What follows belongs to an exercise in optimizing a design on an open flow for small area, a short achievable clock period and few clock cycles; a production flow would make more cautious choices. Only simulation tests tie the RTL to the original design; equivalence was not proved.

==> design/flow/design.v <==
module addr_sel #(
	parameter DONE_CYC = 41
)
(
	input clk,
	input [5:0] cnt_nx,
	output [9:0] sram_raddr_w0,
	output [9:0] sram_raddr_w1,
	output [9:0] sram_raddr_d0,
	output [9:0] sram_raddr_d1
);
reg [4:0] addr0;
reg [4:0] addr1;
always @(posedge clk) begin
	addr0 <= (cnt_nx == DONE_CYC) ? 5'd0 : cnt_nx[4:0];
	addr1 <= cnt_nx[4:0] - 5'd4;
end
assign sram_raddr_w0 = {5'd0, addr0};
assign sram_raddr_d0 = {5'd0, addr0};
assign sram_raddr_w1 = {5'd0, addr1};
assign sram_raddr_d1 = {5'd0, addr1};
endmodule
module quantize #(
	parameter NK = 2,
	parameter [NK*5-1:0] KPOS = {5'd12, 5'd6},
	parameter [17:0] CORR = 18'd0
)
(
	input [17:0] pc,
	input [NK-1:0] kc,
	output [15:0] q
);
reg [17:0] kv;
integer i;
always @(*) begin
	kv = 18'd0;
	for (i = 0; i < NK; i = i + 1)
		kv[KPOS[i*5 +: 5]] = ~kc[i];
end
wire [17:0] x = ~pc + kv + CORR;
wire wrapped = (x == 18'h20000);
wire hi_ovf = ~x[17] & (x[16] | x[15]);
wire lo_ovf = x[17] & ~(x[16] & x[15]);
wire pos = hi_ovf | wrapped;
wire neg = lo_ovf & ~wrapped;
assign q = pos ? 16'h7fff : neg ? 16'h8000 : x[15:0];
endmodule
module systolic #(
	parameter NK = 2
)
(
	input clk,
	input [5:0] cnt,
	input [5:0] cnt_nx,
	input [31:0] sram_rdata_w0,
	input [31:0] sram_rdata_w1,
	input [31:0] sram_rdata_d0,
	input [31:0] sram_rdata_d1,
	output [8*18-1:0] pbot,
	output [8*NK-1:0] kbot
);
wire [7:0] lane [0:7];    
wire [7:0] dlane [0:7];   
genvar gi, gj;
generate
	for (gj = 0; gj < 4; gj = gj + 1) begin : lanes
		assign lane[gj]     = sram_rdata_w0[31-8*gj -: 8];
		assign lane[gj+4]   = sram_rdata_w1[31-8*gj -: 8];
		assign dlane[gj]    = sram_rdata_d0[31-8*gj -: 8];
		assign dlane[gj+4]  = sram_rdata_d1[31-8*gj -: 8];
	end
endgenerate
reg [14:0] en;
integer s;
always @(posedge clk) begin
	en[0] <= (cnt_nx[2:0] == 3'd1);
	for (s = 1; s < 15; s = s + 1)
		en[s] <= en[s-1];
end
reg [7:0] wr [0:7][0:7];
reg [11:0] dr [0:7][0:7];    
reg [17:0] pr [0:7][0:7];
reg [NK-1:0] kr [0:7][0:7];
reg [2:0] rs [0:7];
always @(posedge clk) begin
	rs[0] <= cnt_nx[2:0] - 3'd1;
	for (s = 1; s < 8; s = s + 1)
		rs[s] <= rs[s-1];
end
generate
	for (gi = 0; gi < 8; gi = gi + 1) begin : row
		wire [7:0] db = dlane[rs[gi]];
		wire [8:0] dx = {db, 1'b0};
		wire [11:0] denc;
		for (gj = 0; gj < 4; gj = gj + 1) begin : enc
			assign denc[3*gj]   = dx[2*gj+1] ^ dx[2*gj];
			assign denc[3*gj+1] = (dx[2*gj+2] & ~dx[2*gj+1] & ~dx[2*gj]) | (~dx[2*gj+2] & dx[2*gj+1] & dx[2*gj]);
			assign denc[3*gj+2] = dx[2*gj+2];
		end
		always @(posedge clk)
			dr[gi][0] <= denc;
		for (gj = 0; gj < 8; gj = gj + 1) begin : col
			wire [17:0] po;
			wire [NK-1:0] ko;
			always @(posedge clk) begin
				if (en[gi+gj])
					wr[gi][gj] <= lane[gj];
				pr[gi][gj] <= po;
				kr[gi][gj] <= ko;
			end
			if (gj > 0) begin : sh
				always @(posedge clk)
					dr[gi][gj] <= dr[gi][gj-1];
			end
			if (gi == 0) begin : first
				mac_first u (.w(wr[gi][gj]), .d(dr[gi][gj]), .po(po), .ko(ko));
			end else begin : other
				mac u (.w(wr[gi][gj]), .d(dr[gi][gj]), .pi(pr[gi-1][gj]), .ki(kr[gi-1][gj]), .po(po), .ko(ko));
			end
		end
		assign pbot[gi*18 +: 18] = pr[7][gi];
		assign kbot[gi*NK +: NK] = kr[7][gi];
	end
endgenerate
endmodule
module fa (input a, input b, input c, output s, output co);
assign s = a ^ b ^ c;
assign co = (a & b) | (c & (a ^ b));
endmodule
module mac_first (
	input [7:0] w,
	input [11:0] d,
	output [17:0] po,
	output [4:0] ko
);
wire p1;
wire p2;
wire p3;
wire p4;
wire p5;
wire p6;
wire p7;
wire p8;
wire p9;
wire p10;
wire p11;
wire p12;
wire p13;
wire p14;
wire p15;
wire p16;
wire p17;
wire p18;
wire p19;
wire p20;
wire p21;
wire p22;
wire p23;
wire p24;
wire p25;
wire p26;
wire p27;
wire p28;
wire p29;
wire p30;
wire p31;
wire p32;
wire p33;
wire p34;
wire p35;
wire p36;
wire p37;
wire p38;
wire p39;
wire p40;
wire s41;
wire c42;
wire s43;
wire c44;
wire s45;
wire c46;
wire s47;
wire c48;
wire s49;
wire c50;
wire s51;
wire c52;
wire s53;
wire c54;
wire s55;
wire c56;
wire s57;
wire c58;
wire s59;
wire c60;
wire s61;
wire c62;
wire s63;
wire c64;
wire s65;
wire c66;
wire s67;
wire c68;
wire s69;
wire c70;
wire s71;
wire c72;
wire s73;
wire c74;
wire s75;
wire c76;
wire s77;
wire c78;
wire s79;
wire c80;
wire s81;
wire c82;
wire s83;
wire c84;
wire s85;
wire c86;
wire s87;
wire c88;
wire s89;
wire c90;
wire s91;
wire c92;
wire s93;
wire c94;
wire s95;
wire c96;
wire s97;
wire c98;
assign p1 = ~(((d[0] & w[0])) ^ d[2]);
assign p2 = ~(((d[0] & w[1]) | (d[1] & w[0])) ^ d[2]);
assign p3 = ~(((d[0] & w[2]) | (d[1] & w[1])) ^ d[2]);
assign p4 = ~(((d[0] & w[3]) | (d[1] & w[2])) ^ d[2]);
assign p5 = ~(((d[0] & w[4]) | (d[1] & w[3])) ^ d[2]);
assign p6 = ~(((d[0] & w[5]) | (d[1] & w[4])) ^ d[2]);
assign p7 = ~(((d[0] & w[6]) | (d[1] & w[5])) ^ d[2]);
assign p8 = ~(((d[0] & w[7]) | (d[1] & w[6])) ^ d[2]);
assign p9 = (((d[0] | d[1]) & w[7]) ^ d[2]);
assign p10 = ~d[2];
assign p11 = ~(((d[3] & w[0])) ^ d[5]);
assign p12 = ~(((d[3] & w[1]) | (d[4] & w[0])) ^ d[5]);
assign p13 = ~(((d[3] & w[2]) | (d[4] & w[1])) ^ d[5]);
assign p14 = ~(((d[3] & w[3]) | (d[4] & w[2])) ^ d[5]);
assign p15 = ~(((d[3] & w[4]) | (d[4] & w[3])) ^ d[5]);
assign p16 = ~(((d[3] & w[5]) | (d[4] & w[4])) ^ d[5]);
assign p17 = ~(((d[3] & w[6]) | (d[4] & w[5])) ^ d[5]);
assign p18 = ~(((d[3] & w[7]) | (d[4] & w[6])) ^ d[5]);
assign p19 = (((d[3] | d[4]) & w[7]) ^ d[5]);
assign p20 = ~d[5];
assign p21 = ~(((d[6] & w[0])) ^ d[8]);
assign p22 = ~(((d[6] & w[1]) | (d[7] & w[0])) ^ d[8]);
assign p23 = ~(((d[6] & w[2]) | (d[7] & w[1])) ^ d[8]);
assign p24 = ~(((d[6] & w[3]) | (d[7] & w[2])) ^ d[8]);
assign p25 = ~(((d[6] & w[4]) | (d[7] & w[3])) ^ d[8]);
assign p26 = ~(((d[6] & w[5]) | (d[7] & w[4])) ^ d[8]);
assign p27 = ~(((d[6] & w[6]) | (d[7] & w[5])) ^ d[8]);
assign p28 = ~(((d[6] & w[7]) | (d[7] & w[6])) ^ d[8]);
assign p29 = (((d[6] | d[7]) & w[7]) ^ d[8]);
assign p30 = ~d[8];
assign p31 = ~(((d[9] & w[0])) ^ d[11]);
assign p32 = ~(((d[9] & w[1]) | (d[10] & w[0])) ^ d[11]);
assign p33 = ~(((d[9] & w[2]) | (d[10] & w[1])) ^ d[11]);
assign p34 = ~(((d[9] & w[3]) | (d[10] & w[2])) ^ d[11]);
assign p35 = ~(((d[9] & w[4]) | (d[10] & w[3])) ^ d[11]);
assign p36 = ~(((d[9] & w[5]) | (d[10] & w[4])) ^ d[11]);
assign p37 = ~(((d[9] & w[6]) | (d[10] & w[5])) ^ d[11]);
assign p38 = ~(((d[9] & w[7]) | (d[10] & w[6])) ^ d[11]);
assign p39 = (((d[9] | d[10]) & w[7]) ^ d[11]);
assign p40 = ~d[11];
fa u42 (.a(1'b0), .b(p30), .c(1'b1), .s(s41), .co(c42));
fa u44 (.a(1'b0), .b(p6), .c(1'b1), .s(s43), .co(c44));
fa u46 (.a(p40), .b(p7), .c(p15), .s(s45), .co(c46));
assign s47 = p8 ^ p16;
assign c48 = p8 & p16;
fa u50 (.a(p9), .b(p17), .c(1'b1), .s(s49), .co(c50));
fa u52 (.a(1'b0), .b(p20), .c(1'b1), .s(s51), .co(c52));
fa u54 (.a(1'b0), .b(p4), .c(1'b1), .s(s53), .co(c54));
fa u56 (.a(p5), .b(p13), .c(p21), .s(s55), .co(c56));
fa u58 (.a(c42), .b(p14), .c(p22), .s(s57), .co(c58));
fa u60 (.a(p23), .b(p31), .c(c44), .s(s59), .co(c60));
fa u62 (.a(p24), .b(p32), .c(s47), .s(s61), .co(c62));
fa u64 (.a(p25), .b(p33), .c(c48), .s(s63), .co(c64));
fa u66 (.a(p18), .b(p26), .c(p34), .s(s65), .co(c66));
fa u68 (.a(p19), .b(p27), .c(1'b1), .s(s67), .co(c68));
fa u70 (.a(1'b0), .b(p28), .c(1'b1), .s(s69), .co(c70));
fa u72 (.a(1'b0), .b(p10), .c(1'b1), .s(s71), .co(c72));
fa u74 (.a(1'b0), .b(p2), .c(1'b1), .s(s73), .co(c74));
fa u76 (.a(p3), .b(p11), .c(s51), .s(s75), .co(c76));
fa u78 (.a(c52), .b(p12), .c(s53), .s(s77), .co(c78));
fa u80 (.a(s41), .b(c54), .c(s55), .s(s79), .co(c80));
fa u82 (.a(s43), .b(c56), .c(s57), .s(s81), .co(c82));
fa u84 (.a(c58), .b(s45), .c(s59), .s(s83), .co(c84));
fa u86 (.a(c46), .b(c60), .c(s61), .s(s85), .co(c86));
fa u88 (.a(s49), .b(s63), .c(c62), .s(s87), .co(c88));
fa u90 (.a(c50), .b(s65), .c(c64), .s(s89), .co(c90));
fa u92 (.a(p35), .b(s67), .c(c66), .s(s91), .co(c92));
fa u94 (.a(p36), .b(c68), .c(s69), .s(s93), .co(c94));
fa u96 (.a(p29), .b(p37), .c(c70), .s(s95), .co(c96));
fa u98 (.a(1'b0), .b(p38), .c(1'b1), .s(s97), .co(c98));
wire [17:0] x = {1'b0, 1'b1, 1'b0, c98, c96, c94, c92, c90, c88, c86, c84, c82, c80, c78, c76, c74, c72, s71};
wire [17:0] y = {1'b1, 1'b1, 1'b1, p39, s97, s95, s93, s91, s89, s87, s85, s83, s81, s79, s77, s75, s73, p1};
assign {ko[0], po[5:0]} = {1'b0, x[5:0]} + {1'b0, y[5:0]};
assign {ko[1], po[7:6]} = {1'b0, x[7:6]} + {1'b0, y[7:6]};
assign {ko[2], po[9:8]} = {1'b0, x[9:8]} + {1'b0, y[9:8]};
assign {ko[3], po[11:10]} = {1'b0, x[11:10]} + {1'b0, y[11:10]};
assign {ko[4], po[13:12]} = {1'b0, x[13:12]} + {1'b0, y[13:12]};
assign po[17:14] = x[17:14] + y[17:14];
endmodule
module mac (
	input [7:0] w,
	input [11:0] d,
	input [17:0] pi,
	input [4:0] ki,
	output [17:0] po,
	output [4:0] ko
);
wire p1;
wire p2;
wire p3;
wire p4;
wire p5;
wire p6;
wire p7;
wire p8;
wire p9;
wire p10;
wire p11;
wire p12;
wire p13;
wire p14;
wire p15;
wire p16;
wire p17;
wire p18;
wire p19;
wire p20;
wire p21;
wire p22;
wire p23;
wire p24;
wire p25;
wire p26;
wire p27;
wire p28;
wire p29;
wire p30;
wire p31;
wire p32;
wire p33;
wire p34;
wire p35;
wire p36;
wire p37;
wire p38;
wire p39;
wire p40;
wire s41;
wire c42;
wire s43;
wire c44;
wire s45;
wire c46;
wire s47;
wire c48;
wire s49;
wire c50;
wire s51;
wire c52;
wire s53;
wire c54;
wire s55;
wire c56;
wire s57;
wire c58;
wire s59;
wire c60;
wire s61;
wire c62;
wire s63;
wire c64;
wire s65;
wire c66;
wire s67;
wire c68;
wire s69;
wire c70;
wire s71;
wire c72;
wire s73;
wire c74;
wire s75;
wire c76;
wire s77;
wire c78;
wire s79;
wire c80;
wire s81;
wire c82;
wire s83;
wire c84;
wire s85;
wire c86;
wire s87;
wire c88;
wire s89;
wire c90;
wire s91;
wire c92;
wire s93;
wire c94;
wire s95;
wire c96;
wire s97;
wire c98;
wire s99;
wire c100;
wire s101;
wire c102;
wire s103;
wire c104;
wire s105;
wire c106;
wire s107;
wire c108;
wire s109;
wire c110;
wire s111;
wire c112;
wire s113;
wire c114;
assign p1 = ~(((d[0] & w[0])) ^ d[2]);
assign p2 = ~(((d[0] & w[1]) | (d[1] & w[0])) ^ d[2]);
assign p3 = ~(((d[0] & w[2]) | (d[1] & w[1])) ^ d[2]);
assign p4 = ~(((d[0] & w[3]) | (d[1] & w[2])) ^ d[2]);
assign p5 = ~(((d[0] & w[4]) | (d[1] & w[3])) ^ d[2]);
assign p6 = ~(((d[0] & w[5]) | (d[1] & w[4])) ^ d[2]);
assign p7 = ~(((d[0] & w[6]) | (d[1] & w[5])) ^ d[2]);
assign p8 = ~(((d[0] & w[7]) | (d[1] & w[6])) ^ d[2]);
assign p9 = (((d[0] | d[1]) & w[7]) ^ d[2]);
assign p10 = ~d[2];
assign p11 = ~(((d[3] & w[0])) ^ d[5]);
assign p12 = ~(((d[3] & w[1]) | (d[4] & w[0])) ^ d[5]);
assign p13 = ~(((d[3] & w[2]) | (d[4] & w[1])) ^ d[5]);
assign p14 = ~(((d[3] & w[3]) | (d[4] & w[2])) ^ d[5]);
assign p15 = ~(((d[3] & w[4]) | (d[4] & w[3])) ^ d[5]);
assign p16 = ~(((d[3] & w[5]) | (d[4] & w[4])) ^ d[5]);
assign p17 = ~(((d[3] & w[6]) | (d[4] & w[5])) ^ d[5]);
assign p18 = ~(((d[3] & w[7]) | (d[4] & w[6])) ^ d[5]);
assign p19 = (((d[3] | d[4]) & w[7]) ^ d[5]);
assign p20 = ~d[5];
assign p21 = ~(((d[6] & w[0])) ^ d[8]);
assign p22 = ~(((d[6] & w[1]) | (d[7] & w[0])) ^ d[8]);
assign p23 = ~(((d[6] & w[2]) | (d[7] & w[1])) ^ d[8]);
assign p24 = ~(((d[6] & w[3]) | (d[7] & w[2])) ^ d[8]);
assign p25 = ~(((d[6] & w[4]) | (d[7] & w[3])) ^ d[8]);
assign p26 = ~(((d[6] & w[5]) | (d[7] & w[4])) ^ d[8]);
assign p27 = ~(((d[6] & w[6]) | (d[7] & w[5])) ^ d[8]);
assign p28 = ~(((d[6] & w[7]) | (d[7] & w[6])) ^ d[8]);
assign p29 = (((d[6] | d[7]) & w[7]) ^ d[8]);
assign p30 = ~d[8];
assign p31 = ~(((d[9] & w[0])) ^ d[11]);
assign p32 = ~(((d[9] & w[1]) | (d[10] & w[0])) ^ d[11]);
assign p33 = ~(((d[9] & w[2]) | (d[10] & w[1])) ^ d[11]);
assign p34 = ~(((d[9] & w[3]) | (d[10] & w[2])) ^ d[11]);
assign p35 = ~(((d[9] & w[4]) | (d[10] & w[3])) ^ d[11]);
assign p36 = ~(((d[9] & w[5]) | (d[10] & w[4])) ^ d[11]);
assign p37 = ~(((d[9] & w[6]) | (d[10] & w[5])) ^ d[11]);
assign p38 = ~(((d[9] & w[7]) | (d[10] & w[6])) ^ d[11]);
assign p39 = (((d[9] | d[10]) & w[7]) ^ d[11]);
assign p40 = ~d[11];
assign s41 = pi[6] ^ ki[0];
assign c42 = pi[6] & ki[0];
assign s43 = pi[4] ^ p30;
assign c44 = pi[4] & p30;
assign s45 = pi[5] ^ p6;
assign c46 = pi[5] & p6;
fa u48 (.a(p40), .b(s41), .c(p7), .s(s47), .co(c48));
assign s49 = p15 ^ p23;
assign c50 = p15 & p23;
fa u52 (.a(pi[7]), .b(c42), .c(p8), .s(s51), .co(c52));
fa u54 (.a(p16), .b(p24), .c(p32), .s(s53), .co(c54));
fa u56 (.a(pi[8]), .b(ki[1]), .c(p9), .s(s55), .co(c56));
fa u58 (.a(p17), .b(p25), .c(p33), .s(s57), .co(c58));
fa u60 (.a(pi[9]), .b(p18), .c(p26), .s(s59), .co(c60));
fa u62 (.a(pi[10]), .b(ki[2]), .c(p19), .s(s61), .co(c62));
assign s63 = pi[2] ^ p20;
assign c64 = pi[2] & p20;
assign s65 = pi[3] ^ p4;
assign c66 = pi[3] & p4;
fa u68 (.a(p5), .b(p13), .c(p21), .s(s67), .co(c68));
fa u70 (.a(c44), .b(p14), .c(p22), .s(s69), .co(c70));
fa u72 (.a(p31), .b(c46), .c(s49), .s(s71), .co(c72));
fa u74 (.a(c50), .b(c48), .c(s51), .s(s73), .co(c74));
fa u76 (.a(c52), .b(c54), .c(s55), .s(s75), .co(c76));
fa u78 (.a(p34), .b(c56), .c(c58), .s(s77), .co(c78));
fa u80 (.a(p27), .b(p35), .c(c60), .s(s79), .co(c80));
fa u82 (.a(pi[11]), .b(p28), .c(p36), .s(s81), .co(c82));
fa u84 (.a(pi[12]), .b(ki[3]), .c(p29), .s(s83), .co(c84));
assign s85 = pi[0] ^ p10;
assign c86 = pi[0] & p10;
assign s87 = pi[1] ^ p2;
assign c88 = pi[1] & p2;
fa u90 (.a(p3), .b(p11), .c(s63), .s(s89), .co(c90));
fa u92 (.a(c64), .b(p12), .c(s65), .s(s91), .co(c92));
fa u94 (.a(s43), .b(c66), .c(s67), .s(s93), .co(c94));
fa u96 (.a(s45), .b(c68), .c(s69), .s(s95), .co(c96));
fa u98 (.a(c70), .b(s47), .c(s71), .s(s97), .co(c98));
fa u100 (.a(s53), .b(c72), .c(s73), .s(s99), .co(c100));
fa u102 (.a(s57), .b(c74), .c(s75), .s(s101), .co(c102));
fa u104 (.a(s59), .b(c76), .c(s77), .s(s103), .co(c104));
fa u106 (.a(s61), .b(c78), .c(s79), .s(s105), .co(c106));
fa u108 (.a(c62), .b(s81), .c(c80), .s(s107), .co(c108));
fa u110 (.a(p37), .b(c82), .c(s83), .s(s109), .co(c110));
fa u112 (.a(pi[13]), .b(p38), .c(c84), .s(s111), .co(c112));
fa u114 (.a(pi[14]), .b(ki[4]), .c(p39), .s(s113), .co(c114));
wire [17:0] x = {pi[17], pi[16], c114, c112, c110, c108, c106, c104, c102, c100, c98, c96, c94, c92, c90, c88, c86, s85};
wire [17:0] y = {1'b1, 1'b1, pi[15], s113, s111, s109, s107, s105, s103, s101, s99, s97, s95, s93, s91, s89, s87, p1};
assign {ko[0], po[5:0]} = {1'b0, x[5:0]} + {1'b0, y[5:0]};
assign {ko[1], po[7:6]} = {1'b0, x[7:6]} + {1'b0, y[7:6]};
assign {ko[2], po[9:8]} = {1'b0, x[9:8]} + {1'b0, y[9:8]};
assign {ko[3], po[11:10]} = {1'b0, x[11:10]} + {1'b0, y[11:10]};
assign {ko[4], po[13:12]} = {1'b0, x[13:12]} + {1'b0, y[13:12]};
assign po[17:14] = x[17:14] + y[17:14];
endmodule
module systolic_controll #(
	parameter DONE_CYC = 41
)
(
	input clk,
	input srstn,
	input tpu_start,
	output reg [5:0] cnt,
	output [5:0] cnt_nx,
	output reg tpu_done
);
assign cnt_nx = (~srstn) ? 6'd0 :
                tpu_start ? 6'd1 :
                (cnt != 6'd0 && cnt != DONE_CYC) ? cnt + 6'd1 : 6'd0;
always @(posedge clk) begin
	cnt <= cnt_nx;
	tpu_done <= (cnt_nx == DONE_CYC);
end
endmodule
module write_out #(
	parameter NK = 2,
	parameter [NK*5-1:0] KPOS = {5'd12, 5'd6},
	parameter [17:0] CORR = 18'd0
)
(
	input clk,
	input srstn,
	input [5:0] cnt,
	input [5:0] cnt_nx,
	input [8*18-1:0] pbot,
	input [8*NK-1:0] kbot,
	output reg sram_write_enable_a0,
	output [127:0] sram_wdata_a,
	output [5:0] sram_waddr_a,
	output reg sram_write_enable_b0,
	output [127:0] sram_wdata_b,
	output [5:0] sram_waddr_b,
	output reg sram_write_enable_c0,
	output [127:0] sram_wdata_c,
	output [5:0] sram_waddr_c
);
reg [127:0] xw;
reg [127:0] yw;
reg [3:0] addr_ac;
reg addr_b3;
reg odd;         
reg [7:0] lsel;  
reg [7:0] umask;  
wire [5:0] pm_nx = cnt_nx - 6'd10;
wire [5:0] pm = cnt - 6'd10;
integer p;
always @(posedge clk) begin
	odd <= pm_nx[3];
	for (p = 0; p < 8; p = p + 1) begin
		lsel[p] <= (pm_nx[2:0] == p);
		umask[p] <= (pm_nx[2:0] < p);
	end
end
wire [15:0] q [0:7];
genvar s, t;
generate
	for (s = 0; s < 8; s = s + 1) begin : colq
		quantize #(.NK(NK), .KPOS(KPOS), .CORR(CORR)) u (.pc(pbot[s*18 +: 18]), .kc(kbot[s*NK +: NK]), .q(q[s]));
	end
	for (s = 0; s < 8; s = s + 1) begin : slot
		wire [15:0] lt [0:s];
		for (t = 0; t <= s; t = t + 1) begin : lp
			assign lt[t] = (t == 0 ? 16'd0 : lt[t-1]) | ({16{lsel[7-s+t]}} & q[t]);
		end
		wire [15:0] lv = lt[s];
		wire [15:0] uv = {16{umask[s]}} & q[s];
		always @(posedge clk) begin
			xw[s*16 +: 16] <= odd ? uv : lv;
			yw[s*16 +: 16] <= odd ? lv : uv;
		end
	end
endgenerate
always @(posedge clk) begin
	addr_ac <= pm[3:0];
	addr_b3 <= ~pm[3];
	sram_write_enable_a0 <= ~(srstn && cnt >= 6'd10 && cnt <= 6'd24);
	sram_write_enable_b0 <= ~(srstn && cnt >= 6'd18 && cnt <= 6'd32);
	sram_write_enable_c0 <= ~(srstn && cnt >= 6'd26 && cnt <= 6'd40);
end
assign sram_wdata_a = xw;
assign sram_wdata_c = xw;
assign sram_wdata_b = yw;
assign sram_waddr_a = {2'd0, addr_ac};
assign sram_waddr_c = {2'd0, addr_ac};
assign sram_waddr_b = {2'd0, addr_b3, addr_ac[2:0]};
endmodule
module tpu_top#(
	parameter ARRAY_SIZE = 8,
	parameter SRAM_DATA_WIDTH = 32,
	parameter DATA_WIDTH = 8,
	parameter OUTPUT_DATA_WIDTH = 16
)
(
	input clk,
	input srstn,
	input tpu_start,
	input [SRAM_DATA_WIDTH-1:0] sram_rdata_w0,
	input [SRAM_DATA_WIDTH-1:0] sram_rdata_w1,
	input [SRAM_DATA_WIDTH-1:0] sram_rdata_d0,
	input [SRAM_DATA_WIDTH-1:0] sram_rdata_d1,
	output [9:0] sram_raddr_w0,
	output [9:0] sram_raddr_w1,
	output [9:0] sram_raddr_d0,
	output [9:0] sram_raddr_d1,
	output sram_write_enable_a0,
	output [ARRAY_SIZE*OUTPUT_DATA_WIDTH-1:0] sram_wdata_a,
	output [5:0] sram_waddr_a,
	output sram_write_enable_b0,
	output [ARRAY_SIZE*OUTPUT_DATA_WIDTH-1:0] sram_wdata_b,
	output [5:0] sram_waddr_b,
	output sram_write_enable_c0,
	output [ARRAY_SIZE*OUTPUT_DATA_WIDTH-1:0] sram_wdata_c,
	output [5:0] sram_waddr_c,
	output tpu_done
);
localparam NK = 5;
localparam [NK*5-1:0] KPOS = {5'd14, 5'd12, 5'd10, 5'd8, 5'd6};
localparam [17:0] CORR = 18'd0;
wire [5:0] cnt;
wire [5:0] cnt_nx;
wire [8*18-1:0] pbot;
wire [8*NK-1:0] kbot;
systolic_controll systolic_controll (
	.clk(clk),
	.srstn(srstn),
	.tpu_start(tpu_start),
	.cnt(cnt),
	.cnt_nx(cnt_nx),
	.tpu_done(tpu_done)
);
addr_sel addr_sel (
	.clk(clk),
	.cnt_nx(cnt_nx),
	.sram_raddr_w0(sram_raddr_w0),
	.sram_raddr_w1(sram_raddr_w1),
	.sram_raddr_d0(sram_raddr_d0),
	.sram_raddr_d1(sram_raddr_d1)
);
systolic #(.NK(NK)) systolic (
	.clk(clk),
	.cnt(cnt),
	.cnt_nx(cnt_nx),
	.sram_rdata_w0(sram_rdata_w0),
	.sram_rdata_w1(sram_rdata_w1),
	.sram_rdata_d0(sram_rdata_d0),
	.sram_rdata_d1(sram_rdata_d1),
	.pbot(pbot),
	.kbot(kbot)
);
write_out #(.NK(NK), .KPOS(KPOS), .CORR(CORR)) write_out (
	.clk(clk),
	.srstn(srstn),
	.cnt(cnt),
	.cnt_nx(cnt_nx),
	.pbot(pbot),
	.kbot(kbot),
	.sram_write_enable_a0(sram_write_enable_a0),
	.sram_wdata_a(sram_wdata_a),
	.sram_waddr_a(sram_waddr_a),
	.sram_write_enable_b0(sram_write_enable_b0),
	.sram_wdata_b(sram_wdata_b),
	.sram_waddr_b(sram_waddr_b),
	.sram_write_enable_c0(sram_write_enable_c0),
	.sram_wdata_c(sram_wdata_c),
	.sram_waddr_c(sram_waddr_c)
);
endmodule
==> design/flow/flow/run.sh <==
#!/bin/bash
set -euo pipefail
MARGIN=$(cat flow/margin.txt)
bash standard.sh SETUP_SLACK_MARGIN=$MARGIN finish > standard_flow.log 2>&1
==> design/flow/flow/margin.txt <==
5.5
==> design/flow/standard.sh <==
#!/bin/bash
# synth_recipe.tcl (not shown) runs the flow's synth.tcl, then flattens the netlist and writes it again
# the make line also repeats each setting of config.mk as NAME=value (left out here)
make -C /OpenROAD-flow-scripts/flow DESIGN_CONFIG=/design/flow/config.mk WORK_HOME=/design/flow/orfs CLKGATE_MAP_FILE= SYNTH_SCRIPT=/design/flow/synth_recipe.tcl "${@:-finish}"
==> design/flow/config.mk <==
export PLATFORM = sky130hd
export DESIGN_NAME = tpu_top
export DESIGN_NICKNAME = tpu_top
export VERILOG_FILES = /design/flow/design.v
export SDC_FILE = /design/flow/constraint.sdc
export NUM_CORES = 8
export LEC_CHECK = 0
export CAP_MARGIN = 20
export CORE_MARGIN = 2
export CORE_UTILIZATION = 55
export SETUP_SLACK_MARGIN = 5
export SLEW_MARGIN = 20
export SYNTH_HIERARCHICAL = 1
==> design/flow/constraint.sdc <==
create_clock -name core_clock -period 9.0 [get_ports {clk}]
set_input_delay 1.8000 -clock core_clock [delete_from_list [all_inputs] [get_ports {clk}]]
set_output_delay 1.8000 -clock core_clock [all_outputs]
set_load 0.01 [all_outputs]
==> results.py, run 1 <==
metrics = {
    "run_status": {
        "outcome": "complete, no violations",
    },
    "cts": {
        "htree_levels": 5,
        "cts_tree": "done",
        "cts_hold_buf": 0,
        "cts_root_buf": "clkbuf_16",
        "path_clk_slew_ps": 60,
        "clkLatencyLatePin_ps": 940,
        "clkSinkCount": 3088,
        "cts.path.max_buffers": 4,
        "numCtsBuffers": 337,
    },
    "detailed_routing": {
        "first_iter_violations": 11900,
        "routedWlPerCell_um": 24.0,
        "routed_via_density": 5.85,
        "drcViolationCount": 0,
        "drt-pass1-iter-count": 10,
        "antenna_left": 0,
        "vias": 128000,
        "drt-total-wl_um": 524000,
    },
    "logic_synthesis": {
        "synthCells": 17000,
        "synthFlopType": "dfxtp_1",
        "synthArstFlopShare": 0,
        "synth_edf_count": 512,
        "synth_cell_types": 97,
        "syn_area_sq_um": 199000,
        "yosysWarnings": 21,
        "synth_top_area_cell": "dfxtp_1",
        "postSynthAreaPerCell_sq_um": 11.7,
        "synth.area.top_cells": "dfxtp_1, fa_1, xnor2_1",
        "synth-seq-cells": 3088,
        "seq_area_frac_synth": 0.337,
        "synth_top_area_frac": 0.260,
    },
    "layout": {
        "regArea_sq_um": 67200,
        "layout_commonest_cell": "xnor2_1",
        "multiInputGateArea_sq_um": 122000,
        "drive_gt1_frac": 0.0866,
        "final_cell_mix": "xnor2_1, dfxtp_1, fa_1, a22oi_1, ha_1",
        "nFillCells": 29700,
        "fin_nets": 20400,
        "area_growth_pct": 9.11,
        "final_cells": 21800,
        "final_util": 0.603,
    },
    "placement": {
        "gp_routability_congestion": 0.939,
        "dp.cells": 21200,
        "dpl.hpwl_um": 412000,
        "port_buffers": 550,
    },
    "global_route": {
        "met2_usage": 0.460,
        "antenna_found_initial": 38,
        "grt_busiest_layer": "met2",
        "grt_pass1_wl_um": 799000,
        "grt_use_met3": 0.0431,
        "grt_max_degree": 100,
        "track_usage": 0.284,
        "grt_pass1_vias": 128000,
        "grtUsageMet1": 0.391,
        "grt_overflow_total": 0,
    },
    "timing": {
        "worst_pin_slew_ps": 1230,
        "final.setup.tns_ps": 0,
        "slew_violations": 0,
        "finalClockSkew_ps": 41.3,
        "rsz0062_at_grt": "yes",
        "fmax_ghz": 0.288,
        "min_period_over_period": 0.385,
        "finalSetupViolCount": 0,
        "relSlewSlack": 0.179,
        "period_needed_ps": 3470,
        "finalHoldViolCount": 0,
    },
    "min_path": {
        "hp-class": "register to register",
        "holdPathStages": 0,
    },
    "floorplanning": {
        "die_h_um": 605,
        "start_util": 0.553,
        "num_rows": 220,
        "fp.dieW_um": 605,
        "dieArea_sq_um": 366000,
        "core_sq_um": 359000,
        "pin_count": 577,
    },
    "critical_path": {
        "cp_slowest_cell": "dfxtp_4",
        "cp-end-kind": "output pin",
        "critical-path-top-delay-family": "flip-flops",
        "reg2regPathDepth": 14,
        "crit_buf_inv": 1,
        "start_kind": "register",
        "required_ps": 7200,
        "path_cells": "dlygate4sd2_1",
        "arrival_ps": 1670,
        "critical_path_depth": 1,
        "worst-path-max-fanout": 2,
        "slowest_delay_ps": 420,
        "critPathKind": "register to output pin",
    },
    "job": {
        "maxCapViolCount": 0,
    },
}
-- modules after synthesis, one instance, submodules excluded, excerpt --
module             times used  flops+latches  cells inside  area (sq um)
mac                        56              0           145          1190
mac_first                   8              0           133          1060
addr_sel                    1             10            53           523
systolic_controll           1              7            40           384
fa                       1848              0             1          20.0
-- synthesized netlist by cell type (all sizes together), types with 23 or more instances --
master	n
xnor2	2599
dfxtp	2576
fa	2224
a22oi	1944
ha	1279
inv	921
clkbuf	790
o21ai	702
buf	645
edfxtp	512
a21oi	432
nand2	420
nand3	204
nor2	191
nand2b	145
xor2	145
a211oi	135
nor2b	104
mux2i	97
a21o	74
a22o	73
o31a	72
o21bai	71
and3	70
o211ai	65
o21a	64
a221oi	62
a222oi	49
o22ai	32
a31oi	25
and2	23
-- sequential cells by signal (all words and copies together), names as in the netlist, 5 cells and up --
| register | count |
|---|---|
| addr_sel.addr0 | 5 |
| addr_sel.addr1 | 5 |
| systolic.dr | 768 |
| systolic.en | 15 |
| systolic.kr | 320 |
| systolic.pr | 1152 |
| systolic.rs | 24 |
| systolic.wr | 512 |
| systolic_controll.cnt | 6 |
| write_out.lsel | 8 |
| write_out.umask | 7 |
| write_out.xw | 128 |
| write_out.yw | 128 |
-- kinds of logic after synthesis --
group	share of synthesized area
AOI/OAI and AO/OA	0.140
xor gates and xnor gates	0.122
adders and majority gates	0.305
buffers and inverters	0.0522
DFF	0.337
muxes	0.00619
other	0.000340
and+or+nand+nor	0.0372
-- through the flow --
step / hold WS, ps / area [sq um] / setup slack, ps
floorplan: 326 / 199000 / 5550
global placement: 399 / 204000 / 4760
detailed placement: 397 / 204000 / 4710
CTS: 409 / 216000 / 5350
global route: 413 / 217000 / 5440
finish: 405 / 217000 / 5530
-- layer usage --
layer  routed length (um)  vias up
li1                     -    57700
met1               224000    64400
met2               247000     4749
met3                36000      976
met4                17700       12
met5                   85        -
-- path summary, 6_finish.rpt --
check	slack, ps	start	to
max	5530	write_out.xw[46]	sram_wdata_a[46]
min	400	systolic.dr[58][11]	systolic.dr[59][11]
max reg2reg	5610	systolic.pr[57][8]	write_out.xw[126]
min reg2reg	400	systolic.dr[58][11]	systolic.dr[59][11]
-- layout make-up --
class                      instances  share of cell area
clock inverter                   172             0.00886
tap                             4773              0.0276
multi-input combinational      11700               0.565
sequential                      3088               0.310
clock buffer                     449              0.0446
timing repair buffer             690              0.0283
antenna                           11            0.000127
inverter                         921              0.0160
-- worst reg2reg max path, cell delays in order (launching register included) --
cell and delay, ps:
dfxtp_1 300, inv_1 40, ha_1 340, and3b_2 280
o221ai_4 220, nand2_2 170, xnor2_4 230, nor2_1 250
nand4_4 240, buf_4 280, buf_4 140, nand2_2 240
a22oi_1 120, and4_1 310, a21oi_1 170
-- timing repair --
action | 4_1_cts | 5_1_grt
endpoints found under the setup margin | 533 | 188
resized for setup | 625 | 64
pin swaps | 7 | 19
cloned | 0 | 1
buffers inserted | 21 | 40
Testbench counts, summed over its fixed seeds: cycles 4,032.
==> run 2: changes to the inputs <==
--- a/design/flow/config.mk
+++ b/design/flow/config.mk
@@ -8,6 +8,7 @@
 export CAP_MARGIN = 20
 export CORE_MARGIN = 2
 export CORE_UTILIZATION = 55
+export CTS_BUF_LIST = sky130_fd_sc_hd__clkbuf_8
 export SETUP_SLACK_MARGIN = 5
 export SLEW_MARGIN = 20
 export SYNTH_HIERARCHICAL = 1
==> results.py, run 2 <==
metrics = {
    "layout": {
        "final_cells": 22200,
        "drive_gt1_frac": 0.132,
        "final_cell_mix": "xnor2_1, dfxtp_1, fa_1, a22oi_1, ha_1",
        "top_register": "systolic.pr",
        "nFillCells": 29700,
        "area_growth_pct": 9.69,
        "top_regs": "systolic.pr x1152, systolic.dr x768, systolic.wr x512",
        "largest_reg_flops": 1152,
        "fin_nets": 20600,
        "final_util": 0.606,
        "regArea_sq_um": 67600,
        "multiInputGateArea_sq_um": 122000,
        "layout_commonest_cell": "xnor2_1",
    },
    "job": {
        "maxCapViolCount": 0,
    },
    "logic_synthesis": {
        "seq_area_frac_synth": 0.337,
        "synthArstFlopShare": 0,
        "synth_top_area_cell": "dfxtp_1",
        "synth_xor_area_frac": 0.122,
        "synth.area.top_cells": "dfxtp_1, fa_1, xnor2_1",
        "synthMuxAreaShare": 0.00619,
        "yosysWarnings": 21,
        "postSynthAreaPerCell_sq_um": 11.7,
        "synth_compound_area_frac": 0.140,
        "synth_top_area_frac": 0.260,
        "syn_area_sq_um": 199000,
        "synth_edf_count": 512,
        "synth-simple-area-share": 0.0372,
        "synthFlopType": "dfxtp_1",
        "yosysMostFrequentCell": "dfxtp_1",
        "synth-seq-cells": 3088,
        "synth.top_cells.by_count": "dfxtp_1, xnor2_1, fa_1",
        "synth_cell_types": 97,
        "synth_top_family_by_area": "adder cells",
        "synthCells": 17000,
        "synth_fa_ha_area_frac": 0.305,
    },
    "detailed_routing": {
        "antenna_left": 0,
        "drt-total-wl_um": 528000,
        "routedWlPerCell_um": 23.7,
        "first_iter_violations": 12200,
        "vias": 129000,
        "drt-pass1-iter-count": 9,
        "drcViolationCount": 0,
        "routed_via_density": 5.83,
    },
    "global_route": {
        "grt_overflow_total": 0,
        "grt_max_degree": 100,
        "grt_pass1_wl_um": 805000,
        "grt_pass1_vias": 131000,
        "track_usage": 0.285,
        "antenna_found_initial": 15,
    },
    "cts": {
        "clkLatencyLatePin_ps": 1180,
        "cts_root_buf": "clkbuf_8",
        "cts_tree": "done",
        "numCtsBuffers": 544,
        "clkSinkCount": 3088,
        "cts.path.max_buffers": 4,
        "path_clk_slew_ps": 60,
        "htree_levels": 6,
    },
    "critical_path": {
        "start_kind": "register",
        "slowest_delay_ps": 450,
        "cp_slowest_cell": "dfxtp_4",
        "crit_buf_inv": 1,
        "path_cells": "buf_6",
        "critPathKind": "register to output pin",
        "arrival_ps": 1750,
        "worst-path-max-fanout": 2,
        "critical-path-top-delay-family": "flip-flops",
        "cp-end-kind": "output pin",
        "required_ps": 7200,
    },
    "placement": {
        "port_buffers": 550,
        "dp.cells": 21200,
        "dpl.hpwl_um": 412000,
        "gp_routability_congestion": 0.939,
    },
    "timing": {
        "finalHoldWorstSlack_ps": 389,
        "min_period_over_period": 0.395,
        "period_needed_ps": 3550,
        "worst_pin_slew_ps": 1220,
        "finalClockSkew_ps": 67.5,
        "rsz0062_at_grt": "yes",
        "slew_violations": 0,
        "finalSetupViolCount": 0,
        "finalHoldViolCount": 0,
        "final.setup.tns_ps": 0,
        "fmax_ghz": 0.281,
        "relSlewSlack": 0.182,
    },
    "floorplanning": {
        "num_rows": 220,
        "core_sq_um": 359000,
        "dieArea_sq_um": 366000,
        "die_h_um": 605,
        "fp.dieW_um": 605,
        "pin_count": 577,
        "start_util": 0.553,
    },
    "min_path": {
        "hp-class": "register to register",
    },
    "run_status": {
        "outcome": "complete, no violations",
    },
}
-- run 2: metrics by stage --
stage	instance area (sq um)	setup slack, ps
2_1_floorplan	199000	5550
3_3_place_gp	204000	4760
3_5_place_dp	204000	4710
4_1_cts	217000	5340
5_1_grt	218000	5400
6_report	218000	5450
-- run 2: area by class of cell --
type                    instances  area share
multi-input cells           11700       0.562
flip-flops and latches       3088       0.310
clock buffers                 659      0.0416
repair buffers                687      0.0315
well taps                    4773      0.0274
inverters                     921      0.0159
clock inverters               332      0.0113
diodes                         10    0.000115
-- run 2: modules after synthesis, one instance, submodules excluded, a selection --
module / times used / flip-flops and latches
fa: 1848 / 0
systolic_controll: 1 / 7
mac: 56 / 0
addr_sel: 1 / 10
mac_first: 8 / 0
-- run 2: routing by layer --
metal  GRT usage  part of all wire  vias to the layer above
li1            -                 -                    58200
met1       0.392              0.43                    65200
met2       0.462              0.47                     5130
met3      0.0454             0.070                      946
met4      0.0901             0.032                       12
met5           0           0.00018                        -
-- run 2: final timing paths --
path,start,to,slack (ps),depth (start not counted)
max,write_out.xw[48],sram_wdata_a[48],5450,1
min,systolic.dr[27][2],systolic.dr[28][2],390,0
max reg2reg,systolic.pr[56][8],write_out.xw[118],5530,11
min reg2reg,systolic.dr[27][2],systolic.dr[28][2],390,0
-- run 2: what timing repair did --
item | in CTS | in global routing
gates cloned | 0 | 3
setup endpoints to repair | 539 | 415
setup buffers | 27 | 32
hold buffers | 0 | 0
pin swaps | 10 | 15
endpoints found under the hold margin | 0 | 0
resized for setup | 2495 | 88
-- run 2: logic make-up (layout without fill, tap and decap cells) --
family,count (synthesis),after routing
AOI/OAI and AO/OA,3893,3894
xor gates and xnor gates,2744,2744
adders and majority gates,3503,3503
buffers and inverters,2356,2599
DFF,3088,3088
muxes,115,115
other,18,188
and+or+nand+nor,1307,1309
==> run 3: changes to the inputs <==
==> design/flow/flow/margin.txt (replaced) <==
6.0
--- a/design/flow/config.mk
+++ b/design/flow/config.mk
@@ -8,7 +8,6 @@
 export CAP_MARGIN = 20
 export CORE_MARGIN = 2
 export CORE_UTILIZATION = 55
-export CTS_BUF_LIST = sky130_fd_sc_hd__clkbuf_8
 export SETUP_SLACK_MARGIN = 5
 export SLEW_MARGIN = 20
 export SYNTH_HIERARCHICAL = 1
==> results.py, run 3 <==
metrics = {
    "layout": {
        "layout_commonest_cell": "xnor2_1",
        "largest_reg_flops": 1152,
        "final_cell_mix": "xnor2_1, fa_1, dfxtp_1, a22oi_1, buf_4",
        "top_register": "systolic.pr",
        "top_regs": "systolic.pr x1152, systolic.dr x768, systolic.wr x512",
        "regArea_sq_um": 68700,
        "fin_nets": 21800,
        "final_area_sq_um": 239000,
        "nFillCells": 27100,
        "drive_gt1_frac": 0.305,
        "multiInputGateArea_sq_um": 131000,
        "area_growth_pct": 20.3,
    },
    "timing": {
        "relSlewSlack": 0.217,
        "min_period_over_period": 0.372,
        "finalClockSkew_ps": 31.4,
        "rsz0062_at_grt": "yes",
        "worst_pin_slew_ps": 1170,
        "slew_violations": 0,
        "finalSetupViolCount": 0,
        "finalHoldViolCount": 0,
        "final.setup.tns_ps": 0,
        "period_needed_ps": 3350,
        "fmax_ghz": 0.299,
    },
    "critical_path": {
        "start_kind": "register",
        "cp_slowest_cell": "dfxtp_4",
        "critical-path-top-delay-family": "flip-flops",
        "worst-path-max-fanout": 2,
        "critPathKind": "register to output pin",
        "path_cells": "buf_6",
        "slowest_delay_ps": 470,
        "cp-end-kind": "output pin",
        "crit_buf_inv": 1,
        "required_ps": 7200,
        "arrival_ps": 1550,
    },
    "detailed_routing": {
        "routedWlPerCell_um": 24.4,
        "first_iter_violations": 12800,
        "vias": 136000,
        "drcViolationCount": 0,
        "drt-pass1-iter-count": 10,
        "drt-total-wl_um": 567000,
        "routed_via_density": 5.86,
        "antenna_left": 0,
    },
    "logic_synthesis": {
        "synthFlopType": "dfxtp_1",
        "synth-seq-cells": 3088,
        "synthArstFlopShare": 0,
        "syn_area_sq_um": 199000,
        "yosysWarnings": 21,
        "synth.top_cells.by_count": "dfxtp_1, xnor2_1, fa_1",
        "synth_top_area_frac": 0.260,
        "synth_edf_count": 512,
        "synth_cell_types": 97,
        "postSynthAreaPerCell_sq_um": 11.7,
        "synthCells": 17000,
        "synth_top_area_cell": "dfxtp_1",
        "synth.area.top_cells": "dfxtp_1, fa_1, xnor2_1",
        "yosysMostFrequentCell": "dfxtp_1",
        "seq_area_frac_synth": 0.337,
    },
    "cts": {
        "cts_root_buf": "clkbuf_16",
        "numCtsBuffers": 342,
        "cts_hold_buf": 0,
        "cts.path.max_buffers": 4,
        "clkLatencyLatePin_ps": 940,
        "cts_tree": "done",
        "path_clk_slew_ps": 70,
        "htree_levels": 5,
        "clkSinkCount": 3088,
    },
    "floorplanning": {
        "pin_count": 577,
        "fp.dieW_um": 605,
        "die_h_um": 605,
        "dieArea_sq_um": 366000,
        "num_rows": 220,
        "start_util": 0.553,
        "core_sq_um": 359000,
    },
    "global_route": {
        "grt_max_degree": 117,
        "antenna_found_initial": 9,
        "grt_overflow_total": 0,
        "track_usage": 0.296,
        "grt_pass1_wl_um": 835000,
        "grt_pass1_vias": 135000,
    },
    "min_path": {
        "hp-class": "register to register",
    },
    "job": {
        "maxCapViolCount": 0,
    },
    "placement": {
        "gp_routability_congestion": 0.936,
        "dpl.hpwl_um": 416000,
        "place_area_sq_um": 204000,
        "port_buffers": 550,
    },
    "run_status": {
        "outcome": "complete, no violations",
    },
}
-- run 3: cell counts after synthesis --
Identical to the previous run, type by type.
-- run 3: modules after synthesis, one instance, submodules excluded, a selection --
module | cells inside | flops+latches
addr_sel | 53 | 10
mac_first | 133 | 0
fa | 1 | 0
systolic_controll | 40 | 7
mac | 145 | 0
-- run 3: cell families (layout without fill, tap and decap cells) --
logic type               Yosys count  after routing  synth area share
buffers and inverters           2356           3584            0.0522
AND/OR/NAND/NOR                 1307           1312            0.0372
multiplexers                     115            115           0.00619
AO/OA/AOI/OAI                   3893           3897             0.140
flip-flops                      3088           3088             0.337
other                             18            188          0.000340
adder cells (fa/ha/maj)         3503           3503             0.305
XOR/XNOR                        2744           2747             0.122
-- run 3: layout make-up --
type                       count  share of cell area
inverter                     921              0.0146
clock inverter               174             0.00815
multi-input combinational  11800               0.547
tap                         4773              0.0250
clock buffer                 455              0.0411
timing repair buffer        2034              0.0764
antenna                       10            0.000105
sequential                  3088               0.288
-- run 3: path summary, 6_finish.rpt --
| check | startpoint | to | slack [ps] | depth (start not counted) |
|---|---|---|---|---|
| hold / removal | systolic.rs[1][0] | systolic.rs[2][0] | 350 | 0 |
| hold reg to reg | systolic.rs[1][0] | systolic.rs[2][0] | 350 | 0 |
| setup / recovery | write_out.xw[44] | sram_wdata_a[44] | 5650 | 1 |
| setup reg to reg | systolic.pr[58][8] | write_out.yw[66] | 5700 | 15 |
-- run 3: layer usage --
metal | global-route usage | part of all wire | vias up
li1 | - | - | 60500
met1 | 0.404 | 0.42 | 68800
met3 | 0.0432 | 0.069 | 1274
met4 | 0.101 | 0.039 | 4
met5 | 0 | 0.000042 | -
met2 | 0.483 | 0.47 | 5501
-- run 3: through the flow --
step                      setup WS, ps  cells   util  hold WS (ps)
after floorplan                   5830  17200      -           326
after global placement            4930  21100  0.569           340
after detailed placement          4880  21100  0.569           350
after CTS                         5600  22700  0.635           357
after global routing              5580  23200  0.665           363
final                             5650  23200  0.665           353
-- run 3: timing repair --
action,in CTS,in global routing
gates cloned,8,7
pin swaps,297,788
gates resized for setup,3751,1794
endpoints found under the setup margin,922,1048
setup buffers,909,508
==> run 4: changes to the inputs <==
==> design/flow/flow/margin.txt (replaced) <==
5.5
--- a/design/flow/config.mk
+++ b/design/flow/config.mk
@@ -7,7 +7,7 @@
 export LEC_CHECK = 0
 export CAP_MARGIN = 20
 export CORE_MARGIN = 2
-export CORE_UTILIZATION = 55
+export CORE_UTILIZATION = 65
 export SETUP_SLACK_MARGIN = 5
 export SLEW_MARGIN = 20
 export SYNTH_HIERARCHICAL = 1
==> results.py, run 4 <==
metrics = {
    "logic_synthesis": {
        "synth-simple-area-share": 0.0372,
        "synth.area.top_cells": "dfxtp_1, fa_1, xnor2_1",
        "synth_edf_count": 512,
        "synthFlopType": "dfxtp_1",
        "postSynthAreaPerCell_sq_um": 11.7,
        "synth_cell_types": 97,
        "synth.top_cells.by_count": "dfxtp_1, xnor2_1, fa_1",
        "synth-seq-cells": 3088,
        "synthCells": 17000,
        "synth_compound_area_frac": 0.140,
        "yosysMostFrequentCell": "dfxtp_1",
        "synthArstFlopShare": 0,
        "syn_area_sq_um": 199000,
        "synth_top_family_by_area": "adder cells",
        "synth_top_area_cell": "dfxtp_1",
        "synthMuxAreaShare": 0.00619,
        "synth_xor_area_frac": 0.122,
        "synth_fa_ha_area_frac": 0.305,
        "seq_area_frac_synth": 0.337,
        "yosysWarnings": 21,
        "synth_top_area_frac": 0.260,
    },
    "global_route": {
        "grt_max_degree": 110,
        "antenna_found_initial": 35,
        "grt_pass1_wl_um": 784000,
        "grt_pass1_vias": 130000,
        "track_usage": 0.328,
        "grt_overflow_total": 0,
    },
    "timing": {
        "finalSetupViolCount": 0,
        "relSlewSlack": 0.191,
        "fmax_ghz": 0.288,
        "period_needed_ps": 3470,
        "slew_violations": 0,
        "worst_pin_slew_ps": 1210,
        "rsz0062_at_grt": "yes",
        "finalHoldViolCount": 0,
        "final.setup.tns_ps": 0,
        "finalClockSkew_ps": 36.7,
        "min_period_over_period": 0.386,
    },
    "critical_path": {
        "worst-path-max-fanout": 2,
        "reg2reg_slack_ps": 5530,
        "reg2regPathDepth": 12,
        "start_kind": "register",
        "slowest_delay_ps": 430,
        "critical-path-top-delay-family": "flip-flops",
        "critPathKind": "register to output pin",
        "cp-end-kind": "output pin",
        "r2r_start": "systolic.pr[57][8]",
        "cp_slowest_cell": "dfxtp_2",
        "arrival_ps": 1670,
        "critical_path_depth": 1,
        "crit_buf_inv": 1,
        "required_ps": 7200,
        "path_cells": "dlygate4sd2_1",
        "worst_r2r_endpoint": "write_out.xw[125]",
    },
    "layout": {
        "area_growth_pct": 8.45,
        "drive_gt1_frac": 0.0861,
        "final_cells": 21100,
        "fin_nets": 20400,
        "layout_commonest_cell": "xnor2_1",
        "nFillCells": 22300,
        "largest_reg_flops": 1152,
        "top_register": "systolic.pr",
        "final_cell_mix": "xnor2_1, dfxtp_1, fa_1, a22oi_1, ha_1",
        "top_regs": "systolic.pr x1152, systolic.dr x768, systolic.wr x512",
    },
    "floorplanning": {
        "fp.dieW_um": 557,
        "pin_count": 577,
        "start_util": 0.655,
        "core_sq_um": 303000,
        "dieArea_sq_um": 310000,
        "die_h_um": 557,
        "num_rows": 202,
    },
    "min_path": {
        "hold_start": "systolic.dr[35][11]",
        "hp-class": "register to register",
        "whs_endpoint": "systolic.dr[36][11]",
        "holdPathStages": 0,
    },
    "cts": {
        "cts_root_buf": "clkbuf_16",
        "clkLatencyLatePin_ps": 930,
        "path_clk_slew_ps": 60,
        "cts_hold_buf": 0,
        "cts.path.max_buffers": 4,
        "numCtsBuffers": 331,
        "cts_tree": "done",
        "clkSinkCount": 3088,
        "htree_levels": 5,
    },
    "detailed_routing": {
        "drt-total-wl_um": 514000,
        "antenna_left": 0,
        "drcViolationCount": 0,
        "routed_via_density": 6.17,
        "drt-pass1-iter-count": 12,
        "vias": 130000,
        "first_iter_violations": 14800,
        "routedWlPerCell_um": 24.4,
    },
    "placement": {
        "gp_routability_congestion": 0.971,
        "dpl.hpwl_um": 399000,
        "port_buffers": 550,
        "dp.cells": 20400,
    },
    "run_status": {
        "outcome": "complete, no violations",
    },
    "job": {
        "maxCapViolCount": 0,
    },
}
run 4: worst reg2reg max path, stage by stage, from the launching register on:
cell and delay (ps):
dfxtp_1 310, inv_1 40, ha_1 340, and3b_1 240, o221ai_2 220, nand2_1 250
xnor2_4 240, nor2_1 250, nand4_4 270, nand2_1 510, a22oi_1 220, and4_1 340
a21oi_1 180
run 4: per-module statistics from Yosys, one instance, submodules excluded, a selection:
module             flops+latches  cells  times used  cell area [sq um]
fa                             0      1        1848               20.0
mac                            0    145          56               1190
addr_sel                      10     53           1                523
mac_first                      0    133           8               1060
systolic_controll              7     40           1                384
run 4: area by class of cell:
cell class | instances | area [sq um] | share of cell area
multi-input combinational | 11700 | 122000 | 0.568
sequential | 3088 | 67200 | 0.312
clock buffer | 450 | 9500 | 0.0441
timing repair buffer | 695 | 6100 | 0.0283
tap | 3978 | 4980 | 0.0231
inverter | 921 | 3460 | 0.0161
clock inverter | 169 | 1780 | 0.00827
antenna | 21 | 52.6 | 0.000244
run 4: cells by family after synthesis:
logic type	Yosys count
fa+ha+maj	3503
simple gates	1307
mux	115
buf+inv	2356
other cells	18
xor+xnor	2744
flops	3088
compound gates	3893
run 4: layer usage:
layer  global-route usage  wire [um]  up-vias  share of wire
li1                     -          -    57700              -
met1                0.446     210000    65000           0.41
met2                0.520     239000     5957           0.47
met3               0.0585      41300     1195          0.080
met4                0.133      23300       18          0.045
met5                    0        128        -        0.00025
run 4: per-stage QoR:
stage	hold WS [ps]	utilization	area (sq um)	setup slack (ps)
after floorplan	326	-	199000	5550
after global placement	383	0.671	203000	4960
after detailed placement	386	0.671	203000	4960
after CTS	392	0.707	215000	5230
after global routing	402	0.710	215000	5390
final	389	0.710	215000	5530
run 4: timing repair:
item / 4_1_cts / 5_1_grt
gates resized for setup: 587 / 90
hold endpoints to repair: 0 / 0
buffers inserted: 19 / 46
endpoints found under the setup margin: 552 / 198
gates cloned: 0 / 1
pin swaps: 7 / 25
run 4: worst max-delay path by stage:
stage,startpoint,end,slack (ps)
2_1_floorplan,tpu_start,write_out.lsel[1],5550
3_3_place_gp,sram_rdata_d0[6],systolic.dr[0][9],4960
3_5_place_dp,sram_rdata_d0[6],systolic.dr[0][9],4960
4_1_cts,write_out.xw[85],sram_wdata_c[85],5230
5_1_grt,systolic.pr[56][8],write_out.xw[125],5390
6_report,write_out.xw[62],sram_wdata_a[62],5530
==> run 5: changes to the inputs <==
--- a/design/flow/design.v
+++ b/design/flow/design.v
@@ -571,17 +571,17 @@
 reg [127:0] yw;
 reg [3:0] addr_ac;
 reg addr_b3;
-reg odd;         
-reg [7:0] lsel;  
-reg [7:0] umask;  
+reg [7:0] xl, yl;   
+reg [7:0] xu, yu;   
 wire [5:0] pm_nx = cnt_nx - 6'd10;
 wire [5:0] pm = cnt - 6'd10;
 integer p;
 always @(posedge clk) begin
-	odd <= pm_nx[3];
 	for (p = 0; p < 8; p = p + 1) begin
-		lsel[p] <= (pm_nx[2:0] == p);
-		umask[p] <= (pm_nx[2:0] < p);
+		xl[p] <= (pm_nx[2:0] == p) & ~pm_nx[3];
+		yl[p] <= (pm_nx[2:0] == p) & pm_nx[3];
+		xu[p] <= (pm_nx[2:0] < p) & pm_nx[3];
+		yu[p] <= (pm_nx[2:0] < p) & ~pm_nx[3];
 	end
 end
 wire [15:0] q [0:7];
@@ -591,15 +591,15 @@
 		quantize #(.NK(NK), .KPOS(KPOS), .CORR(CORR)) u (.pc(pbot[s*18 +: 18]), .kc(kbot[s*NK +: NK]), .q(q[s]));
 	end
 	for (s = 0; s < 8; s = s + 1) begin : slot
-		wire [15:0] lt [0:s];
+		wire [15:0] xt [0:s];
+		wire [15:0] yt [0:s];
 		for (t = 0; t <= s; t = t + 1) begin : lp
-			assign lt[t] = (t == 0 ? 16'd0 : lt[t-1]) | ({16{lsel[7-s+t]}} & q[t]);
+			assign xt[t] = (t == 0 ? 16'd0 : xt[t-1]) | ({16{xl[7-s+t]}} & q[t]);
+			assign yt[t] = (t == 0 ? 16'd0 : yt[t-1]) | ({16{yl[7-s+t]}} & q[t]);
 		end
-		wire [15:0] lv = lt[s];
-		wire [15:0] uv = {16{umask[s]}} & q[s];
 		always @(posedge clk) begin
-			xw[s*16 +: 16] <= odd ? uv : lv;
-			yw[s*16 +: 16] <= odd ? lv : uv;
+			xw[s*16 +: 16] <= xt[s] | ({16{xu[s]}} & q[s]);
+			yw[s*16 +: 16] <= yt[s] | ({16{yu[s]}} & q[s]);
 		end
 	end
 endgenerate
==> results.py, run 5 <==
metrics = {
    "floorplanning": {
        "fp.dieW_um": 557,
        "core_sq_um": 305000,
        "die_h_um": 557,
        "num_rows": 203,
        "pin_count": 577,
        "start_util": 0.652,
        "dieArea_sq_um": 311000,
    },
    "global_route": {
        "grt_overflow_total": 0,
        "track_usage": 0.330,
        "antenna_found_initial": 40,
        "grt_pass1_wl_um": 792000,
        "grt_pass1_vias": 131000,
        "grt_max_degree": 97,
    },
    "layout": {
        "final_cell_mix": "xnor2_1, dfxtp_1, fa_1, a22oi_1, ha_1",
        "final_area_sq_um": 216000,
        "largest_reg_flops": 1152,
        "drive_gt1_frac": 0.0770,
        "final_cells": 21100,
        "area_growth_pct": 8.51,
        "top_register": "systolic.pr",
        "nFillCells": 22400,
        "fin_nets": 20400,
        "top_regs": "systolic.pr x1152, systolic.dr x768, systolic.wr x512",
        "layout_commonest_cell": "xnor2_1",
    },
    "timing": {
        "slew_violations": 0,
        "finalHoldViolCount": 0,
        "fmax_ghz": 0.284,
        "finalClockSkew_ps": 45.7,
        "finalSetupViolCount": 0,
        "final.setup.tns_ps": 0,
        "setup_ws_ps": 5480,
        "period_needed_ps": 3520,
        "worst_pin_slew_ps": 1240,
        "relSlewSlack": 0.174,
        "min_period_over_period": 0.391,
        "rsz0062_at_grt": "yes",
    },
    "critical_path": {
        "cp-end-kind": "register",
        "r2r_start": "systolic.pr[56][6]",
        "arrival_ps": 4380,
        "cp_slowest_cell": "nand2_1",
        "path_cells": "inv_1 -> ha_1 -> ha_1 -> a21o_1 -> nand2b_1 -> xor2_1 -> nand3_1 -> nor4_4 -> nand4_4 -> nand2_1 -> a22oi_1 -> nand3_1",
        "critPathKind": "register to register",
        "slowest_delay_ps": 820,
        "startpoint": "systolic.pr[56][6]",
        "start_kind": "register",
        "required_ps": 9860,
        "worst-path-max-fanout": 16,
    },
    "placement": {
        "gp_routability_congestion": 0.958,
        "pre_cts_ws_ps": 4610,
        "place_area_sq_um": 204000,
        "port_buffers": 550,
        "dpl.hpwl_um": 399000,
        "dp.cells": 20500,
    },
    "logic_synthesis": {
        "synth_fa_ha_area_frac": 0.304,
        "postSynthAreaPerCell_sq_um": 11.7,
        "synth.top_cells.by_count": "dfxtp_1, xnor2_1, fa_1",
        "seq_area_frac_synth": 0.338,
        "synthArstFlopShare": 0,
        "synth-seq-cells": 3102,
        "synth_top_family_by_area": "adder cells",
        "synth_xor_area_frac": 0.122,
        "synthFlopType": "dfxtp_1",
        "synth.area.top_cells": "dfxtp_1, fa_1, xnor2_1",
        "syn_area_sq_um": 199000,
        "synthCells": 17000,
        "synth_edf_count": 512,
        "synth_top_area_cell": "dfxtp_1",
        "synth_cell_types": 98,
        "synth_top_area_frac": 0.261,
        "synth-simple-area-share": 0.0361,
        "synthMuxAreaShare": 0.00662,
        "synth_compound_area_frac": 0.144,
        "yosysMostFrequentCell": "dfxtp_1",
        "yosysWarnings": 21,
    },
    "detailed_routing": {
        "drt-total-wl_um": 519000,
        "vias": 131000,
        "routed_via_density": 6.22,
        "antenna_left": 0,
        "routedWlPerCell_um": 24.5,
        "first_iter_violations": 16200,
        "drcViolationCount": 0,
        "drt-pass1-iter-count": 15,
    },
    "cts": {
        "cts.path.max_buffers": 4,
        "cts_root_buf": "clkbuf_16",
        "clkLatencyLatePin_ps": 940,
        "cts_tree": "done",
        "htree_levels": 5,
        "cts_hold_buf": 0,
        "clkSinkCount": 3102,
        "path_clk_slew_ps": 60,
        "numCtsBuffers": 335,
    },
    "min_path": {
        "hp-class": "register to register",
        "hold_start": "systolic.dr[20][11]",
    },
    "run_status": {
        "outcome": "complete, no violations",
    },
    "job": {
        "maxCapViolCount": 0,
    },
}
run 5: cell types whose count changed after synthesis, moves of 66 or more:
cell / delta
o21ai_0: -257
buf_2: -251
clkbuf_1: +158
a222oi_1: +144
clkbuf_2: +134
inv_1: -129
nand2_1: +127
a211oi_1: +117
and3_1: -68
nand2b_1: -67
nor2_1: +66
run 5: metal layers:
metal  share of wire  up-vias  GRT usage
li1                -    58400          -
met1            0.42    65500      0.457
met2            0.46     6225      0.520
met3           0.084     1260     0.0641
met4           0.039       24      0.115
met5         0.00038        -          0
run 5: final cells by class:
| type | count | area (sq um) | area share |
|---|---|---|---|
| clock buffer | 450 | 9730 | 0.0451 |
| sequential | 3102 | 67400 | 0.312 |
| clock inverter | 170 | 1920 | 0.00889 |
| timing repair buffer | 654 | 5790 | 0.0268 |
| antenna | 25 | 62.6 | 0.000290 |
| inverter | 790 | 2970 | 0.0137 |
| tap | 4100 | 5130 | 0.0238 |
| multi-input combinational | 11800 | 123000 | 0.569 |
run 5: final timing paths:
| path | slack, ps | endpoint | cells after the start |
|---|---|---|---|
| worst max-delay path | 5480 | write_out.xw[106] | 12 |
| worst min-delay path | 390 | systolic.dr[21][11] | 0 |
| worst max register to register | 5480 | write_out.xw[106] | 12 |
| worst min register to register | 390 | systolic.dr[21][11] | 0 |
run 5: cells by family after synthesis:
| kind of cell | Yosys count |
|---|---|
| adder cells (fa/ha/maj) | 3504 |
| other | 18 |
| flip-flops | 3102 |
| AO/OA/AOI/OAI | 3925 |
| buffers and inverters | 2253 |
| multiplexers | 123 |
| AND/OR/NAND/NOR | 1371 |
| XOR/XNOR | 2743 |
run 5: what timing repair did:
action / 4_1_cts / 5_1_grt
hold endpoints to repair: 0 / 0
setup buffers: 0 / 20
setup endpoints to repair: 483 / 163
resized for setup: 605 / 54
pin swaps: 0 / 8
run 5: worst max-delay path, delay by kind of cell, from the launching register on:
kind                       cells  cell delay, ps
AOI/OAI and AO/OA              2             410
xor gates and xnor gates       1             280
adders and majority gates      2             420
buffers and inverters          1              40
DFF                            1             320
and+or+nand+nor                6            1960
run 5: modules after synthesis, one instance, submodules excluded, excerpt:
module | cells inside | area (sq um) | flops+latches | times used
fa | 1 | 20.0 | 0 | 1848
systolic_controll | 40 | 384 | 7 | 1
mac_first | 133 | 1060 | 0 | 8
addr_sel | 53 | 523 | 10 | 1
mac | 145 | 1190 | 0 | 56
run 5: stage by stage:
stage	util	hold WS (ps)
after CTS	0.706	391
after global routing	0.707	400
after floorplan	-	326
after detailed placement	0.668	382
final	0.707	391
after global placement	0.668	383
Testbench counts of run 5, summed over its fixed seeds: cycles 4,032.

afterwards: timing with drivers on the ports:
The results above use ideal ports. As a check the final layouts listed here were re-extracted and re-timed, cells and wires unchanged. Step 1 assumes that a clkbuf_16 drives the clock port and a buf_2 every other input. Step 2 times the ports against the registers' clock, not the clock port: input delays grow and output delays shrink by t, the midpoint of the rising clock arrivals with the driver on. Three values: ideal, step 1, step 2; two values: the first two.
| run | t, ns | setup WS [ns] | slew at the worst register clock pin (ns) |
|---|---|---|---|
| run 1 | 1.014 | 5.534 / 5.434 / 4.590 | 0.07 / 0.07 |
| run 2 | 1.256 | 5.447 / 5.348 / 4.595 | 0.07 / 0.07 |
| run 3 | 1.025 | 5.650 / 5.548 / 5.027 | 0.07 / 0.07 |
| run 4 | 1.031 | 5.525 / 5.411 / 4.645 | 0.07 / 0.07 |
| run 5 | 1.028 | 5.477 / 5.404 / 4.675 | 0.07 / 0.07 |
After both steps every run listed still meets setup and hold. The setup slack of run 1, which loses most, moves by -0.100 ns with the drivers and by -0.944 ns with both steps.
